From an optimization exercise on the open Yosys and OpenROAD flow, aimed at small area and a short achievable clock period; shortcuts taken in it are not production practice. Only simulation tests tie the RTL to the original design; equivalence was not proved. Power is estimated from default activity; no workload was simulated.

==> flow/design.v <==
module pfx_add #(parameter N = 23) (a, b, cin, s, cout);
  input  [N-1:0] a;
  input  [N-1:0] b;
  input          cin;
  output [N-1:0] s;
  output         cout;
  localparam L = (N > 16) ? 5 : (N > 8) ? 4 : (N > 4) ? 3 : (N > 2) ? 2 : 1;
  wire [N-1:0] p = a ^ b;
  wire [N-1:0] g [0:L];
  wire [N-1:0] t [0:L];
  assign g[0] = (a & b) | {{(N-1){1'b0}}, p[0] & cin};
  assign t[0] = p;
  genvar l, i;
  generate
    for (l = 0; l < L; l = l + 1) begin : lev
      for (i = 0; i < N; i = i + 1) begin : bt
        if ((i >> l) & 1) begin : cmb
          localparam integer J = ((i >> l) << l) - 1;
          assign g[l+1][i] = g[l][i] | (t[l][i] & g[l][J]);
          assign t[l+1][i] = t[l][i] & t[l][J];
        end else begin : pas
          assign g[l+1][i] = g[l][i];
          assign t[l+1][i] = t[l][i];
        end
      end
    end
  endgenerate
  assign s    = p ^ {g[L][N-2:0], cin};
  assign cout = g[L][N-1];
endmodule
module fp_adder (clk, rst, A, B, res);
  input clk;
  input rst;
  input [31:0] A;
  input [31:0] B;
  output reg [31:0] res;
  wire [7:0] eA = A[30:23];
  wire [7:0] eB = B[30:23];
  wire [7:0] ep = eA ^ ~eB;
  wire [7:0] eg [0:3];
  wire [7:0] et [0:3];
  assign eg[0] = eA & ~eB;
  assign et[0] = ep;
  genvar l, i;
  generate
    for (l = 0; l < 3; l = l + 1) begin : elev
      for (i = 0; i < 8; i = i + 1) begin : ebit
        if ((i >> l) & 1) begin : cmb
          localparam integer J = ((i >> l) << l) - 1;
          assign eg[l+1][i] = eg[l][i] | (et[l][i] & eg[l][J]);
          assign et[l+1][i] = et[l][i] & et[l][J];
        end else begin : pas
          assign eg[l+1][i] = eg[l][i];
          assign et[l+1][i] = et[l][i];
        end
      end
    end
  endgenerate
  wire       gt   = eg[3][7];
  wire [7:0] d_ab = ep ^ {eg[3][6:0] | et[3][6:0], 1'b1};
  wire [7:0] d_ba = ~(ep ^ {eg[3][6:0], 1'b0});
  wire [7:0] d    = gt ? d_ab : d_ba;
  reg  [22:0] x1;      
  reg  [22:0] m1;      
  reg  [7:0]  d1;      
  reg  [7:0]  e1;      
  reg         s1;      
  reg         sub1;    
  always @(posedge clk) begin
    x1   <= A[22:0] ^ B[22:0];
    m1   <= gt ? B[22:0] : A[22:0];
    d1   <= d;
    e1   <= gt ? eA : eB;
    s1   <= gt ? A[31] : B[31];
    sub1 <= A[31] ^ B[31];
  end
  wire [22:0] l1   = m1 ^ x1;
  wire        big1 = |d1[7:5];
  wire [22:0] sh   = big1 ? 23'd0 : (m1 >> d1[4:0]);
  wire        d0   = (d1 == 8'd0);
  wire        lnz  = |l1;
  wire        mnz  = |m1;
  wire        e255 = &e1;
  wire        nan  = e255 & (lnz | (d0 & mnz));
  wire        z    = (e1 == 8'd0) & ~lnz;
  reg  [22:0] l2;
  reg  [22:0] m2;
  reg  [7:0]  e2;
  reg         s2;
  reg         sub2;
  always @(posedge clk) begin
    l2   <= e255 ? 23'd0 : l1;
    m2   <= e255 ? {22'd0, nan | (d0 & sub1)} : sh;
    e2   <= e1;
    s2   <= nan ? 1'b0 : s1 ^ (d0 & sub1 & (e255 | (z & mnz)));
    sub2 <= sub1 & ~e255 & ~z;
  end
  wire [22:0] sum;
  wire        cout;
  pfx_add #(23) add (.a(l2), .b(m2 ^ {23{sub2}}), .cin(sub2), .s(sum), .cout(cout));
  reg  [23:0] S3;
  reg  [7:0]  e3;
  reg         s3;
  always @(posedge clk) begin
    S3 <= {cout ^ sub2, sum};
    e3 <= e2;
    s3 <= s2;
  end
  wire [7:0]  einc;
  genvar k;
  generate
    for (k = 0; k < 8; k = k + 1) begin : inc
      if (k == 0) begin : b0
        assign einc[0] = ~e3[0];
      end else begin : bk
        assign einc[k] = e3[k] ^ (&e3[k-1:0]);
      end
    end
  endgenerate
  wire [7:0]  eo  = S3[23] ? einc : e3;
  wire [22:0] fo  = S3[23] ? S3[23:1] : S3[22:0];
  wire        clr = S3[23] ? (e3 == 8'd127) : (e3 == 8'd128);
  always @(posedge clk) begin
    if (!rst)
      res <= 32'd0;
    else
      res <= {s3, eo, clr ? 23'd0 : fo};
  end
endmodule
Settings: LEC_CHECK=0, ABC_AREA=1, CAP_MARGIN=20, CORE_MARGIN=2, CORE_UTILIZATION=55, CTS_BUF_LIST=sky130_fd_sc_hd__clkbuf_8, CTS_CLUSTER_SIZE=40, SETUP_SLACK_MARGIN=3.0, SLEW_MARGIN=20; clock period 5.0 ns.
standard.sh (not shown) runs the stock make flow with config.mk's settings and CLKGATE_MAP_FILE= SYNTH_SCRIPT=/design/flow/synth_recipe.tcl, a recipe that flattens the netlist after the stock synthesis.
==> flow/flow/run.sh <==
#!/bin/bash
# Standard layout with two changes: adders are left to ABC instead of the
# full/half adder cells, and the port buffers are buf_2 instead of delay cells.
export ADDER_MAP_FILE=
export BUFFER_PORTS_ARGS="-buffer_cell sky130_fd_sc_hd__buf_2"
bash standard.sh > standard.log 2>&1
Next try:
--- a/flow/design.v
+++ b/flow/design.v
@@ -60,24 +60,24 @@
   wire [7:0] d_ab = ep ^ {eg[3][6:0] | et[3][6:0], 1'b1};
   wire [7:0] d_ba = ~(ep ^ {eg[3][6:0], 1'b0});
   wire [7:0] d    = gt ? d_ab : d_ba;
-  reg  [22:0] x1;      
+  reg  [22:0] l1;      
   reg  [22:0] m1;      
-  reg  [7:0]  d1;      
+  reg  [4:0]  d1;      
+  reg         big1;    
   reg  [7:0]  e1;      
   reg         s1;      
   reg         sub1;    
   always @(posedge clk) begin
-    x1   <= A[22:0] ^ B[22:0];
+    l1   <= gt ? A[22:0] : B[22:0];
     m1   <= gt ? B[22:0] : A[22:0];
-    d1   <= d;
+    d1   <= d[4:0];
+    big1 <= |d[7:5];
     e1   <= gt ? eA : eB;
     s1   <= gt ? A[31] : B[31];
     sub1 <= A[31] ^ B[31];
   end
-  wire [22:0] l1   = m1 ^ x1;
-  wire        big1 = |d1[7:5];
-  wire [22:0] sh   = big1 ? 23'd0 : (m1 >> d1[4:0]);
-  wire        d0   = (d1 == 8'd0);
+  wire [22:0] sh   = big1 ? 23'd0 : (m1 >> d1);
+  wire        d0   = (d1 == 5'd0) & ~big1;
   wire        lnz  = |l1;
   wire        mnz  = |m1;
   wire        e255 = &e1;
@@ -120,7 +120,7 @@
   wire [7:0]  eo  = S3[23] ? einc : e3;
   wire [22:0] fo  = S3[23] ? S3[23:1] : S3[22:0];
   wire        clr = S3[23] ? (e3 == 8'd127) : (e3 == 8'd128);
-  always @(posedge clk) begin
+  always @(posedge clk or negedge rst) begin
     if (!rst)
       res <= 32'd0;
     else
After rerunning:
- clock skew stays flat
- worst hold slack hardly moves
- maximum frequency is lower by a little under a tenth
- die area stays flat
- cell area went up by a little under a tenth
- non-clock buffer count went up by 35
- combinational power hardly moves
- register-to-register slack is worse by 0.11 ns
- routed wire length rose by roughly a tenth
- utilization increases by 5.1 points

[static timing again, ports no longer ideal]
No port has a modelled driver above. Below, the same layouts with a new extraction and two added sets of constraints. Step 1: set_driving_cell puts a clkbuf_16 on clk and a buf_2 on each other input, an assumption about the parent block. Step 2, shift: input delay + t, output delay - t, t = (earliest + latest rising clock arrival at the registers) / 2. This alone moves slack from input paths to output paths. Three values: ideal, step 1, step 2; two values: the first two.
run	t, ns	setup WS [ns]	worst setup path at the end	latest minus earliest clock arrival (ns)	slew at the worst register clock pin (ns)
the first run	0.505	3.056 / 3.053 / 2.572	input to register	0.014 / 0.014	0.11 / 0.11
the second run	0.500	2.901 / 2.882 / 2.382	input to register	0.015 / 0.014	0.09 / 0.09
After both steps every run listed still meets setup and hold. The setup slack of the second run, which loses most, moves by -0.019 ns with the drivers and by -0.519 ns with both steps.
